From an optimization exercise on the open Yosys and OpenROAD flow, aimed at small area; shortcuts taken in it are not production practice. Where RTL was checked, it was by simulation tests only, not by an equivalence proof against the original. No driver is modelled on the clock port, so clock power and skew are understated where the tree is cut down; a real chip needs a root buffer or a tree. No activity file was given, so power comes from the tool's default toggle rates.

== main ==
## counter
module counter(
        input reset,
        input pause,
        input lap,
        input lap1,
        input lap2,
        input lap3,
        input clk_50M,
        output [6:0] seven_seg,
        output [3:0] an,
        output led0,
        output led1,
        output led2,
        output led3,
        output led4,
        output led5,
        output led6,
        output led7,
        output dp
    );
Size in the first run: about 320 cells after synthesis, roughly 92 flip-flops, about 0.0033 sq mm of cells after synthesis.
==> module counter, before the edit <==
module counter(
        input reset,
        input pause,
        input lap,
        input lap1,
        input lap2,
        input lap3,
        input clk_50M,
        output [6:0] seven_seg,
        output [3:0] an,
        output led0,
        output led1,
        output led2,
        output led3,
        output led4,
        output led5,
        output led6,
        output led7,
        output dp
    );
    reg [5:0] m;         
    reg       started;
    wire [5:0] q = ~m;
    wire       jl = q[1] & q[0];                  
    wire [5:0] q_next = {q[5] ^ (jl & (&q[4:2])),
                         q[4] ^ (jl & q[3] & q[2]),
                         q[3] ^ (jl & q[2]),
                         q[2] ^ jl,
                         q[0],
                         ~q[1]};
    always @(posedge clk_50M or posedge reset)
        if (reset) begin
            m       <= 6'b000000;
            started <= 1'b0;
        end else begin
            m       <= ~q_next;
            started <= 1'b1;
        end
    wire tick = (q == 6'b01_11_01);
    wire [1:0] pos = started ? q[3:2] : 2'b00;
    wire lap_event;
    debounce DB(.lap(lap), .clk(clk_50M), .ce(tick), .reset(reset), .event_o(lap_event));
    wire [1:0] jb = {q[0], ~(q[1] ^ q[0])};
    reg [15:0] t;        
    reg [3:0]  mn;       
    wire [3:0] cen = t[7:4], dec = t[11:8], s0 = t[15:12];
    wire [2:0] s1 = t[2:0];
    wire e0 = tick & ~pause;
    wire e1 = e0 & cen[3] & cen[0];
    wire e2 = e1 & dec[3] & dec[0];
    wire e3 = e2 & s0[3] & s0[0];
    wire e4 = e3 & s1[2] & s1[0];
    always @(posedge clk_50M or posedge reset)
        if (reset) begin
            t  <= 16'd0;
            mn <= 4'd0;
        end else begin
            t  <= {bcd_next(dec, e1), bcd_next(cen, e0),
                   t[3],
                   s1[2] ^ (e3 & s1[0] & (s1[1] | s1[2])),
                   s1[1] ^ (e3 & s1[0] & ~s1[2]),
                   s1[0] ^ e3,
                   bcd_next(s0, e2)};
            mn <= {mn[3] ^ (e4 & (mn[3] | (mn[2] & mn[1] & mn[0]))),
                   mn[2] ^ (e4 & mn[1] & mn[0]),
                   mn[1] ^ (e4 & mn[0]),
                   mn[0] ^ (e4 & ~mn[3])};
        end
    function [3:0] bcd_next(input [3:0] d, input en);
        bcd_next = {d[3] ^ (en & d[0] & (d[3] | (d[2] & d[1]))),
                    d[2] ^ (en & d[1] & d[0]),
                    d[1] ^ (en & d[0] & ~d[3]),
                    d[0] ^ en};
    endfunction
    reg [1:0] lap_count;
    wire take = tick & lap_event;
    always @(posedge clk_50M or posedge reset)
        if (reset)
            lap_count <= 2'd0;
        else if (take && lap_count != 2'd3)
            lap_count <= {lap_count[1] ^ lap_count[0], ~lap_count[0]};
    wire ld1 = lap_event & (lap_count == 2'd0);
    wire ld2 = lap_event & (lap_count == 2'd1);
    wire ld3 = lap_event & (lap_count == 2'd2);
    reg [15:0] r1, r2, r3;
    reg [3:0]  n1, n2, n3;
    always @(posedge clk_50M) begin
        r1 <= {r1[11:0], ld1 ? t[15:12] : r1[15:12]};
        r2 <= {r2[11:0], ld2 ? t[15:12] : r2[15:12]};
        r3 <= {r3[11:0], ld3 ? t[15:12] : r3[15:12]};
        if (ld1) n1 <= mn;
        if (ld2) n2 <= mn;
        if (ld3) n3 <= mn;
    end
    wire v1 = lap1 & (lap_count != 2'd0);
    wire v2 = ~lap1 & lap2 & lap_count[1];
    wire v3 = ~lap1 & ~lap2 & lap3 & (lap_count == 2'd3);
    wire vt = ~lap1 & ~lap2 & ~lap3;
    wire [1:0] slot = pos - 2'd1 + jb;
    wire [15:0] rs = ({16{v1}} & r1) | ({16{v2}} & r2) | ({16{v3}} & r3) | ({16{vt}} & t);
    wire [3:0] digit = rs >> {slot, 2'b00};
    wire [3:0] mins = ({4{v1}} & n1) | ({4{v2}} & n2) | ({4{v3}} & n3) | ({4{vt}} & mn);
    decoder_2to4 D24(.in(pos), .out(an));
    hex7seg H1(.x(digit), .a_to_g(seven_seg));
    assign dp = ~(pos == 2'd2);
    assign led0 = |mins;
    assign led1 = mins[3] | mins[2] | mins[1];
    assign led2 = mins[3] | mins[2] | (mins[1] & mins[0]);
    assign led3 = mins[3] | mins[2];
    assign led4 = mins[3] | (mins[2] & (mins[1] | mins[0]));
    assign led5 = mins[3] | (mins[2] & mins[1]);
    assign led6 = mins[3] | (mins[2] & mins[1] & mins[0]);
    assign led7 = mins[3];
endmodule
clock: 10.0 ns
lec_check: 0
abc_area: 1
cap_margin: 20
core_margin: 2
core_utilization: 40
slew_margin: 20
standard.sh (not shown) runs the stock make flow with config.mk's settings and CLKGATE_MAP_FILE= SYNTH_SCRIPT=/design/flow/synth_recipe.tcl, a recipe that flattens the netlist after the stock synthesis.
==> flow/flow/run.sh <==
#!/bin/bash
# Layout flow: the standard ORFS flow (standard.sh), with
#  - an area-only ABC mapping script for synthesis and no half-adder
#    extraction (registers are untouched by both),
#  - the smallest buffer for the port buffers,
#  - a small two-level clock tree (flow/cts.tcl: ORFS's cts.tcl with
#    clock_tree_synthesis replaced by a root buffer and 5 leaf buffers,
#    each driving one cluster of registers).
# Each tool's output goes to a log file of its own in the work folder.
set -euo pipefail
cd "$(dirname "$0")/.."
WORK=$PWD
S=$WORK/scripts_custom

# ORFS scripts folder identical to the original except for two files
mkdir -p "$S"
for f in "$FLOW_HOME"/scripts/*; do
    ln -sf "$f" "$S/"
done
rm -f "$S/abc_area.script" "$S/cts.tcl"
cp "$WORK/flow/abc_area.script" "$S/abc_area.script"
cp "$WORK/flow/cts.tcl" "$S/cts.tcl"

bash standard.sh synth SCRIPTS_DIR="$S" ABC_AREA=1 ADDER_MAP_FILE= \
    > "$WORK/synth.log" 2>&1
bash standard.sh finish SCRIPTS_DIR="$S" \
    BUFFER_PORTS_ARGS="-buffer_cell sky130_fd_sc_hd__buf_1" \
    MANUAL_CTS_LEAVES=5 \
    MANUAL_CTS_LEAF=sky130_fd_sc_hd__clkbuf_8 \
    MANUAL_CTS_ROOT=sky130_fd_sc_hd__clkbuf_4 \
    > "$WORK/layout.log" 2>&1
Other scripts of this flow, unchanged in this note and not shown: flow/flow/abc_area.script, flow/flow/cts.tcl
The following lists how the feature branch was set up differently from main:
--- a/flow/design.v
+++ b/flow/design.v
@@ -82,11 +82,8 @@
     wire [1:0] pos = started ? q[3:2] : 2'b00;
     wire lap_event;
     debounce DB(.lap(lap), .clk(clk_50M), .ce(tick), .reset(reset), .event_o(lap_event));
-    wire [1:0] jb = {q[0], ~(q[1] ^ q[0])};
-    reg [15:0] t;        
-    reg [3:0]  mn;       
-    wire [3:0] cen = t[7:4], dec = t[11:8], s0 = t[15:12];
-    wire [2:0] s1 = t[2:0];
+    reg [3:0] cen, dec, s0, mn;
+    reg [2:0] s1;
     wire e0 = tick & ~pause;
     wire e1 = e0 & cen[3] & cen[0];
     wire e2 = e1 & dec[3] & dec[0];
@@ -94,19 +91,18 @@
     wire e4 = e3 & s1[2] & s1[0];
     always @(posedge clk_50M or posedge reset)
         if (reset) begin
-            t  <= 16'd0;
-            mn <= 4'd0;
+            cen <= 4'd0; dec <= 4'd0; s0 <= 4'd0; s1 <= 3'd0; mn <= 4'd0;
         end else begin
-            t  <= {bcd_next(dec, e1), bcd_next(cen, e0),
-                   t[3],
-                   s1[2] ^ (e3 & s1[0] & (s1[1] | s1[2])),
-                   s1[1] ^ (e3 & s1[0] & ~s1[2]),
-                   s1[0] ^ e3,
-                   bcd_next(s0, e2)};
-            mn <= {mn[3] ^ (e4 & (mn[3] | (mn[2] & mn[1] & mn[0]))),
-                   mn[2] ^ (e4 & mn[1] & mn[0]),
-                   mn[1] ^ (e4 & mn[0]),
-                   mn[0] ^ (e4 & ~mn[3])};
+            cen <= bcd_next(cen, e0);
+            dec <= bcd_next(dec, e1);
+            s0  <= bcd_next(s0,  e2);
+            s1  <= {s1[2] ^ (e3 & s1[0] & (s1[1] | s1[2])),
+                    s1[1] ^ (e3 & s1[0] & ~s1[2]),
+                    s1[0] ^ e3};
+            mn  <= {mn[3] ^ (e4 & (mn[3] | (mn[2] & mn[1] & mn[0]))),
+                    mn[2] ^ (e4 & mn[1] & mn[0]),
+                    mn[1] ^ (e4 & mn[0]),
+                    mn[0] ^ (e4 & ~mn[3])};
         end
     function [3:0] bcd_next(input [3:0] d, input en);
         bcd_next = {d[3] ^ (en & d[0] & (d[3] | (d[2] & d[1]))),
@@ -121,27 +117,35 @@
             lap_count <= 2'd0;
         else if (take && lap_count != 2'd3)
             lap_count <= {lap_count[1] ^ lap_count[0], ~lap_count[0]};
+    wire [3:0] now_s1 = {1'b0, s1};
+    wire [3:0] now_min = mn;
+    wire [3:0] now_dig [0:3];
+    assign now_dig[0] = cen; assign now_dig[1] = dec;
+    assign now_dig[2] = s0;  assign now_dig[3] = now_s1;
+    wire [1:0] jb = {q[0], ~(q[1] ^ q[0])};
+    wire [3:0] nd = now_dig[pos];
+    wire ent = (pos == 2'd0 - jb);
     wire ld1 = lap_event & (lap_count == 2'd0);
     wire ld2 = lap_event & (lap_count == 2'd1);
     wire ld3 = lap_event & (lap_count == 2'd2);
     reg [15:0] r1, r2, r3;
     reg [3:0]  n1, n2, n3;
     always @(posedge clk_50M) begin
-        r1 <= {r1[11:0], ld1 ? t[15:12] : r1[15:12]};
-        r2 <= {r2[11:0], ld2 ? t[15:12] : r2[15:12]};
-        r3 <= {r3[11:0], ld3 ? t[15:12] : r3[15:12]};
-        if (ld1) n1 <= mn;
-        if (ld2) n2 <= mn;
-        if (ld3) n3 <= mn;
+        r1 <= {r1[11:0], (ld1 & ent) ? nd : r1[15:12]};
+        r2 <= {r2[11:0], (ld2 & ent) ? nd : r2[15:12]};
+        r3 <= {r3[11:0], (ld3 & ent) ? nd : r3[15:12]};
+        if (ld1) n1 <= now_min;
+        if (ld2) n2 <= now_min;
+        if (ld3) n3 <= now_min;
     end
     wire v1 = lap1 & (lap_count != 2'd0);
     wire v2 = ~lap1 & lap2 & lap_count[1];
     wire v3 = ~lap1 & ~lap2 & lap3 & (lap_count == 2'd3);
     wire vt = ~lap1 & ~lap2 & ~lap3;
     wire [1:0] slot = pos - 2'd1 + jb;
-    wire [15:0] rs = ({16{v1}} & r1) | ({16{v2}} & r2) | ({16{v3}} & r3) | ({16{vt}} & t);
-    wire [3:0] digit = rs >> {slot, 2'b00};
-    wire [3:0] mins = ({4{v1}} & n1) | ({4{v2}} & n2) | ({4{v3}} & n3) | ({4{vt}} & mn);
+    wire [15:0] rs = ({16{v1}} & r1) | ({16{v2}} & r2) | ({16{v3}} & r3);
+    wire [3:0] digit = (rs >> {slot, 2'b00}) | ({4{vt}} & nd);
+    wire [3:0] mins = ({4{v1}} & n1) | ({4{v2}} & n2) | ({4{v3}} & n3) | ({4{vt}} & now_min);
     decoder_2to4 D24(.in(pos), .out(an));
     hex7seg H1(.x(digit), .a_to_g(seven_seg));
     assign dp = ~(pos == 2'd2);
==> comparison <==
The final layout from the feature branch, which completed every stage, passed the timing, DRC and antenna checks at the end of the flow.
Worst-case register-to-register setup slack in the feature branch is 0.04 ns below main.
Final weighted congestion in routability-driven placement ends up higher on main.
Core utilization: the feature branch higher than main
main → the feature branch: cell count dropped 4.6%, synthesized cell count dropped about 7%, full die area climbed 88 sq um, post-route cell area climbed 1.3%.
On final wirelength, the feature branch does better than main.
Overall power ends up higher on main.
main and the feature branch ended up with nearly the same layout cell share with drive strength beyond 1.
Function not checked in the feature branch: the RTL went through the layout flow alone. In every run of this note, the design's own scripts or RTL, not TritonCTS, make the clock network.

==> static timing again, ports no longer ideal <==
The results above use ideal ports. As a check the final layouts listed here were re-extracted and re-timed, cells and wires unchanged. Step 1 (the two cells are an assumption about what drives the block):
set clk [get_ports {clk_50M}]
set_driving_cell -lib_cell sky130_fd_sc_hd__clkbuf_16 $clk
set_driving_cell -lib_cell sky130_fd_sc_hd__buf_2 [delete_from_list [all_inputs] $clk]
Step 2 adds t to the input delays and takes it off the output delays; t is the mean of the earliest and latest rising clock arrival at the registers after step 1. Input paths then give back, and output paths get back, about the clock's delay inside the block. a / b / c = ideal / step 1 / step 2; a / b = the first two.
run	shift t [ns]	slack for setup (ns)	worst setup path after step 2
main	0.443	3.475 / 3.454 / 3.454	input to output
the feature branch	0.433	3.391 / 3.370 / 3.370	input to output
After both steps setup and hold are still met in every run listed.
